Context: an optimization exercise on an open-source flow, tuned for small area and a short achievable clock period. The choices shown serve that exercise and are no tape-out recipe.
Where RTL was checked, it was by simulation tests only, not by an equivalence proof against the original.
Power is estimated from default activity; no workload was simulated.

== job 3863 ==
==> flow/design.v <==
`timescale 1ns / 1ps
module CPU(
input [15:0]i_datain,
input [15:0]d_datain,
input clock,
input reset,
input enable,
input start,
output [7:0]i_addr,
output [7:0]d_addr,
output [15:0]d_dataout,
output d_we
);
reg        state;           
wire       run = state;
reg  [7:0] pc;
reg  [4:0] id_op;           
reg  [10:0] id_f;           
reg  [2:0] id_ixl, id_iy;    
reg  [4:0] ex_op;           
reg  [2:0] ex_rd;
reg  [15:0] ex_a, ex_b;
reg        ex_cin;
reg  [7:0] ex_sd;           
reg  [15:0] m_c;
reg  [7:0] m_sd;
reg        m_we, m_take, m_wen, m_halt;    
reg        m_load;
reg  [2:0] m_rd;
reg  [15:0] w_c;
reg        w_wen, w_halt;                  
reg  [2:0] w_rd;
reg        zf, nf, cf;
reg  [15:0] gr [7:0];
integer k;
assign i_addr    = pc;
assign d_addr    = m_c[7:0];
assign d_we      = m_we;
assign d_dataout = {m_c[15:8], m_sd};
always @(posedge clock or negedge reset)
    if (!reset)
        state <= 1'b0;
    else if (state)
        state <= enable & ~w_halt;
    else
        state <= enable & start;
wire [4:0] f_op = i_datain[15:11];
wire f_user1 = (f_op == 5'b10000) || (f_op == 5'b01001) || (f_op == 5'b01011)
             || (f_op[4:3] == 2'b11);
wire f_store = (f_op == 5'b00011);
always @(posedge clock or negedge reset)
    if (!reset) begin
        pc <= 8'd0;
        id_op <= 5'd0;
    end else if (run) begin
        pc <= m_take ? m_c[7:0] : pc + 8'd1;
        id_op <= f_op;
    end
always @(posedge clock)
    if (run) begin
        id_f <= i_datain[10:0];
        id_ixl <= f_user1 ? i_datain[10:8] : i_datain[6:4];
        id_iy  <= f_store ? i_datain[10:8] : i_datain[2:0];
    end
reg  [7:0] gv;
wire [7:0] selx = (8'd1 << id_ixl) & gv;
wire [7:0] sely = (8'd1 << id_iy) & gv;
reg  [15:0] rx, ry;
always @(*) begin
    rx = 16'd0;
    ry = 16'd0;
    for (k = 0; k < 8; k = k + 1) begin
        rx = rx | (gr[k] & {16{selx[k]}});
        ry = ry | (gr[k] & {16{sely[k]}});
    end
end
wire [7:0]  imm8 = id_f[7:0];
wire d_jump  = (id_op == 5'b11000);
wire d_store = (id_op == 5'b00011);
wire d_shl   = (id_op[4:1] == 4'b0010);
wire d_val3  = (id_op[4:2] == 3'b001) || (id_op[4:1] == 4'b0001);   
wire d_imm   = (id_op == 5'b01001) || (id_op == 5'b01011) || (id_op[4:3] == 2'b11);
wire d_ldih  = (id_op == 5'b10000);
wire d_sub   = (id_op == 5'b01010) || (id_op == 5'b01011) || (id_op == 5'b10010)
             || (id_op == 5'b01100);
wire d_addc  = (id_op == 5'b10001);
wire d_subc  = (id_op == 5'b10010);
reg [15:0] d_a, d_b;
always @(*) begin
    for (k = 0; k < 16; k = k + 1)
        d_a[k] = d_shl ? rx[15-k] : rx[k];
    if (d_store) d_a[15:8] = 8'd0;
    if (d_val3)
        d_b = {(d_store ? ry[15:8] : 8'd0), 4'd0, id_f[3:0]};
    else if (d_imm)
        d_b = {8'd0, imm8};
    else if (d_ldih)
        d_b = {imm8, 8'd0};
    else
        d_b = ry;
    if (d_sub) d_b = ~d_b;
end
always @(posedge clock or negedge reset)
    if (!reset)
        ex_op <= 5'd0;
    else if (run)
        ex_op <= id_op;
always @(posedge clock)
    if (run) begin
        ex_rd <= id_f[10:8];
        ex_a <= d_a;
        ex_b <= d_b;
        ex_cin <= d_addc ? cf : d_subc ? ~cf : d_sub;
        ex_sd <= ry[7:0];
    end
wire [15:0] a = ex_a;
wire [15:0] b = ex_b;
reg  [16:0] pg, pp;
reg  [16:0] c;
integer lv, j;
always @(*) begin
    pg = {a & b, ex_cin};
    pp = {a ^ b, 1'b0};
    for (lv = 0; lv < 5; lv = lv + 1)
        for (j = 16; j >= 0; j = j - 1)
            if (j[lv]) begin
                pg[j] = pg[j] | (pp[j] & pg[((j >> lv) << lv) - 1]);
                pp[j] = pp[j] & pp[((j >> lv) << lv) - 1];
            end
    c = pg;
end
wire [15:0] sum = (a ^ b) ^ c[15:0];
wire        cout = c[16];
wire [15:0] p = a ^ b;
wire [15:0] o = a | b;
wire        z = &(~(p ^ {o[14:0], ex_cin}));
reg t3, t2, t1;
always @(*) begin
    case (ex_op)
        5'b01101: {t3, t2, t1} = 3'b100;    
        5'b01110: {t3, t2, t1} = 3'b111;    
        5'b01111: {t3, t2, t1} = 3'b011;    
        default:  {t3, t2, t1} = 3'b101;    
    endcase
end
wire [15:0] lg = (a & b & {16{t3}}) | (a & ~b & {16{t2}}) | (~a & b & {16{t1}});
wire        e_shl = (ex_op[4:1] == 4'b0010);
wire        fill = (ex_op == 5'b00111) & a[15];
wire [31:0] sh0 = {{16{fill}}, a};
wire [31:0] sh1 = b[0] ? {1'b0, sh0[31:1]} : sh0;
wire [31:0] sh2 = b[1] ? {2'b0, sh1[31:2]} : sh1;
wire [31:0] sh3 = b[2] ? {4'b0, sh2[31:4]} : sh2;
wire [15:0] y   = b[3] ? sh3[23:8] : sh3[15:0];
reg  [15:0] yr;
always @(*)
    for (k = 0; k < 16; k = k + 1)
        yr[k] = y[15-k];
wire e_logic = (ex_op[4:2] == 3'b011);
wire e_shift = (ex_op[4:2] == 3'b001);
wire e_jump  = (ex_op == 5'b11000);
wire e_store = (ex_op == 5'b00011);
wire [15:0] sh = e_shl ? yr : y;
wire [7:0] res_lo = (e_logic | e_jump) ? lg[7:0] : e_shift ? sh[7:0] : sum[7:0];
wire [7:0] res_hi = (e_logic | e_store) ? lg[15:8] : e_shift ? sh[15:8] : sum[15:8];
wire e_zn = (ex_op == 5'b01000) || (ex_op == 5'b01001) || (ex_op == 5'b10001)
          || (ex_op == 5'b01010) || (ex_op == 5'b01011) || (ex_op == 5'b10010)
          || (ex_op == 5'b01100);
wire e_c  = (ex_op == 5'b01000) || (ex_op == 5'b01001) || (ex_op == 5'b10001);
wire kill = (ex_op == 5'b10001) & ex_cin & (&b);
reg cond;
always @(*)
    case (ex_op[2:1])
        2'b00: cond = 1'b1;
        2'b01: cond = zf;
        2'b10: cond = nf;
        2'b11: cond = cf;
    endcase
wire e_take = (ex_op[4:3] == 2'b11) && ((ex_op[2:1] == 2'b00) || (cond ^ ex_op[0]));
wire e_wen = (ex_op == 5'b00010) || (ex_op == 5'b10000) || (ex_op == 5'b01000)
          || (ex_op == 5'b01001) || (ex_op == 5'b10001) || (ex_op == 5'b01010)
          || (ex_op == 5'b01011) || (ex_op == 5'b10010) || (ex_op == 5'b01101)
          || (ex_op == 5'b01110) || (ex_op == 5'b01111) || (ex_op[4:2] == 3'b001);
always @(posedge clock or negedge reset)
    if (!reset) begin
        zf <= 1'b0; nf <= 1'b0; cf <= 1'b0;
        m_we <= 1'b0; m_take <= 1'b0; m_wen <= 1'b0; m_halt <= 1'b0;
    end else if (run) begin
        if (e_zn) begin
            zf <= z;
            nf <= sum[15];
        end
        if (e_c)
            cf <= cout & ~kill;
        m_we <= e_store;
        m_take <= e_take;
        m_wen <= e_wen;
        m_halt <= (ex_op == 5'b00001);
    end
always @(posedge clock)
    if (run) begin
        m_c <= {res_hi, res_lo};
        m_sd <= ex_sd;
        m_load <= (ex_op == 5'b00010);
        m_rd <= ex_rd;
    end
always @(posedge clock or negedge reset)
    if (!reset) begin
        w_wen <= 1'b0; w_halt <= 1'b0;
    end else if (run) begin
        w_wen <= m_wen;
        w_halt <= m_halt;
    end
always @(posedge clock)
    if (run) begin
        w_c <= m_load ? d_datain : m_c;
        w_rd <= m_rd;
    end
always @(posedge clock or negedge reset)
    if (!reset)
        gv <= 8'd0;
    else if (run & w_wen)
        gv[w_rd] <= 1'b1;
always @(posedge clock)
    if (run & w_wen)
        gr[w_rd] <= w_c;
endmodule
export LEC_CHECK = 0
export CAP_MARGIN = 20
export CORE_MARGIN = 2
export CORE_UTILIZATION = 40
export SETUP_SLACK_MARGIN = 1.0
export SLEW_MARGIN = 20
create_clock -name core_clock -period 3.8 [get_ports {clock}]
run.sh (not shown) runs the stock make flow with config.mk's settings and CLKGATE_MAP_FILE= SYNTH_SCRIPT=/design/flow/synth_recipe.tcl, a recipe that flattens the netlist after the stock synthesis.
diff inputs: job 3863 => job 4399
- a change of SETUP_SLACK_MARGIN from 1.0 to 1.5
Notes after the runs:
Job 4399 went all the way through the flow, and no timing, DRC or antenna check failed. Summary of the comparison: wire length is higher in job 4399, relative to job 3863. Compared with job 3863, job 4399 shows a lower number of detailed-route iterations in the first pass. The standard cells in job 4399 occupy more silicon area than those in job 3863 do. Lower power share of the combinational group goes to job 3863 over job 4399. Job 4399: clock buffer count in the final layout is about 6% higher than what job 3863 reported. Compared with job 3863, job 4399 shows a higher routed length on met2. Compared with job 3863, final non-filler cell total in job 4399 increased by a few percent. Final core utilization on job 4399 is up relative to job 3863. [compare] base=job 3863 new=job 4399: first-iteration DRC count went up 49; via count of the first global-routing pass went up 581.
Inputs modified between job 4399 and job 8052:
- a deleted SETUP_SLACK_MARGIN that had been 1.5
Findings:
- The number of antenna violations at the first check in global routing of job 8052 falls short of that of job 4399 by 1.
- Delta (job 8052 minus job 4399): met2 usage fell by 1.9 points, period utilization shows an increase of 12 points, total power after layout went down about 5.6%.
- Cells: job 8052 has fewer instances than job 4399
- Internal power summed over all cells came out lower on job 8052 than on job 4399.
- Maximum number of pins on one net before global-route repair (job 8052 over job 4399): decrease, about 50%
- Of job 8052 and job 4399, job 4399 shows the lower clock-net power, with job 8052 above it.
- As of job 8052, total of fill cells in the finished design had risen by a few percent compared to job 4399.
No functional check of the RTL was part of any run of this note.

---

Another version of the RTL of CPU (not shown whole).
For scale: about 1200 cells after synthesis, ~69 I/O pins, about 14000 um2 of cells after synthesis.
==> flow/config.mk <==
export PLATFORM = sky130hd
export DESIGN_NAME = CPU
export DESIGN_NICKNAME = CPU
export VERILOG_FILES = /design/flow/design.v
export SDC_FILE = /design/flow/constraint.sdc
export NUM_CORES = 4
export LEC_CHECK = 0
export CAP_MARGIN = 20
export CORE_MARGIN = 2
export CORE_UTILIZATION = 40
export SETUP_SLACK_MARGIN = 1.0
export SLEW_MARGIN = 20
==> flow/constraint.sdc <==
create_clock -name core_clock -period 3.8 [get_ports {clock}]
set_input_delay 0.7600 -clock core_clock [delete_from_list [all_inputs] [get_ports {clock}]]
set_output_delay 0.7600 -clock core_clock [all_outputs]
set_load 0.01 [all_outputs]
The baseline produced a clean layout.
Change:
==> flow/flow/run.sh (new file) <==
#!/bin/bash
# The standard flow (standard.sh), with one change: the buffers that the
# placement step puts on every input and output port are buf_2 cells
# instead of the cell buffer_ports picks by default.
set -euo pipefail
bash standard.sh synth > synth.log 2>&1
bash standard.sh "BUFFER_PORTS_ARGS=-buffer_cell sky130_fd_sc_hd__buf_2" finish > layout.log 2>&1
==> flow/standard.sh (new file) <==
#!/bin/bash
# synth_recipe.tcl (not shown) runs the flow's synth.tcl, then flattens the netlist and writes it again
# the make line also repeats each setting of config.mk as NAME=value (left out here)
make -C /OpenROAD-flow-scripts/flow DESIGN_CONFIG=/design/flow/config.mk WORK_HOME=/design/flow/orfs CLKGATE_MAP_FILE= SYNTH_SCRIPT=/design/flow/synth_recipe.tcl "${@:-finish}"
Settings changed: CTS_CLUSTER_DIAMETER set to 80, CTS_CLUSTER_SIZE set to 20, SETUP_SLACK_MARGIN 1.0 to 1.3.
removed: flow/run.sh
Effect: The changed run passed the timing, design-rule and antenna checks; core utilization came out lower by 0.46 points; via count came out higher by about 1.5%; hold slack gets better by 120 ps; routed wire length came out higher by 1.6%; die area is unchanged; clock power came out lower by 28%; cell count came out higher by 1.2%; count of clock-buffer cells in the layout came out lower by 5; power came out lower by 6.6%; final area came out lower by 0.98%; synthesized cell count does not change.
Change:
==> flow/run.sh (new file) <==
#!/bin/bash
# synth_recipe.tcl (not shown) runs the flow's synth.tcl, then flattens the netlist and writes it again
# the make line also repeats each setting of config.mk as NAME=value (left out here)
make -C /OpenROAD-flow-scripts/flow DESIGN_CONFIG=/design/flow/config.mk WORK_HOME=/design/flow/orfs CLKGATE_MAP_FILE= SYNTH_SCRIPT=/design/flow/synth_recipe.tcl finish
Settings changed: SETUP_SLACK_MARGIN 1.3 to 1.6.
removed: flow/flow/run.sh
removed: flow/standard.sh
Effect:
- The new run went through all stages and came out clean
- utilization is higher by 5.2 points
- area after synthesis is unchanged
- clock-buffer cell count is lower by 1
- design area is higher by roughly a tenth
- clock skew hardly moves
- flip-flop and latch count does not change
- setup slack gets better by 120 ps
Change:
Settings changed: SETUP_SLACK_MARGIN 1.6 to 1.3.
After rerunning:
- design area falls by 8.0%
- count of clock-buffer cells in the layout came out higher by 1
- final cell count is lower by 5.3%
- non-clock buffer count goes down by 93
- setup slack loses 130 ps
- hold slack is about the same
- area after synthesis stays the same
- global-route usage came out lower by 0.79 points
- die area does not change
- wire length shrinks by 8.4%
- register-to-register slack gets worse by 130 ps

[re-timing with driven ports]
No port has a modelled driver above. Below, the same layouts with a new extraction and two added sets of constraints.
Step 1: set_driving_cell puts a clkbuf_16 on clock and a buf_2 on each other input, an assumption about the parent block.
Step 2, shift: input delay + t, output delay - t, t = (earliest + latest rising clock arrival at the registers) / 2. This alone moves slack from input paths to output paths.
a / b / c = no drivers / after step 1 / after step 2; a / b = the first two.
run | t, ns | slack for setup (ns) | worst setup path after step 2 | clock arrival spread, ns | worst data-port slew with drivers (ns)
job 3863 | 0.616 | 1.010 / 1.010 / 1.010 | register to register | 0.032 / 0.032 | 0.04
job 4399 | 0.608 | 1.107 / 1.107 / 1.107 | register to register | 0.016 / 0.016 | 0.04
job 8052 | 0.620 | 0.648 / 0.648 / 0.648 | register to register | 0.038 / 0.038 | 0.04
the first run of note 2 | 0.633 | 1.093 / 1.093 / 1.093 | register to register | 0.027 / 0.027 | 0.04
the second run of note 2 | 0.573 | 1.236 / 1.236 / 1.236 | register to register | 0.017 / 0.017 | 0.06
the third run of note 2 | 0.580 | 1.356 / 1.356 / 1.283 | input to register | 0.019 / 0.020 | 0.06
the fourth run of note 2 | 0.580 | 1.230 / 1.230 / 1.230 | register to register | 0.020 / 0.020 | 0.04
After both steps every run listed still meets setup and hold. For the third run of note 2, which loses most, drivers alone change the setup slack by 0.000 ns; drivers and shift together by -0.073 ns.
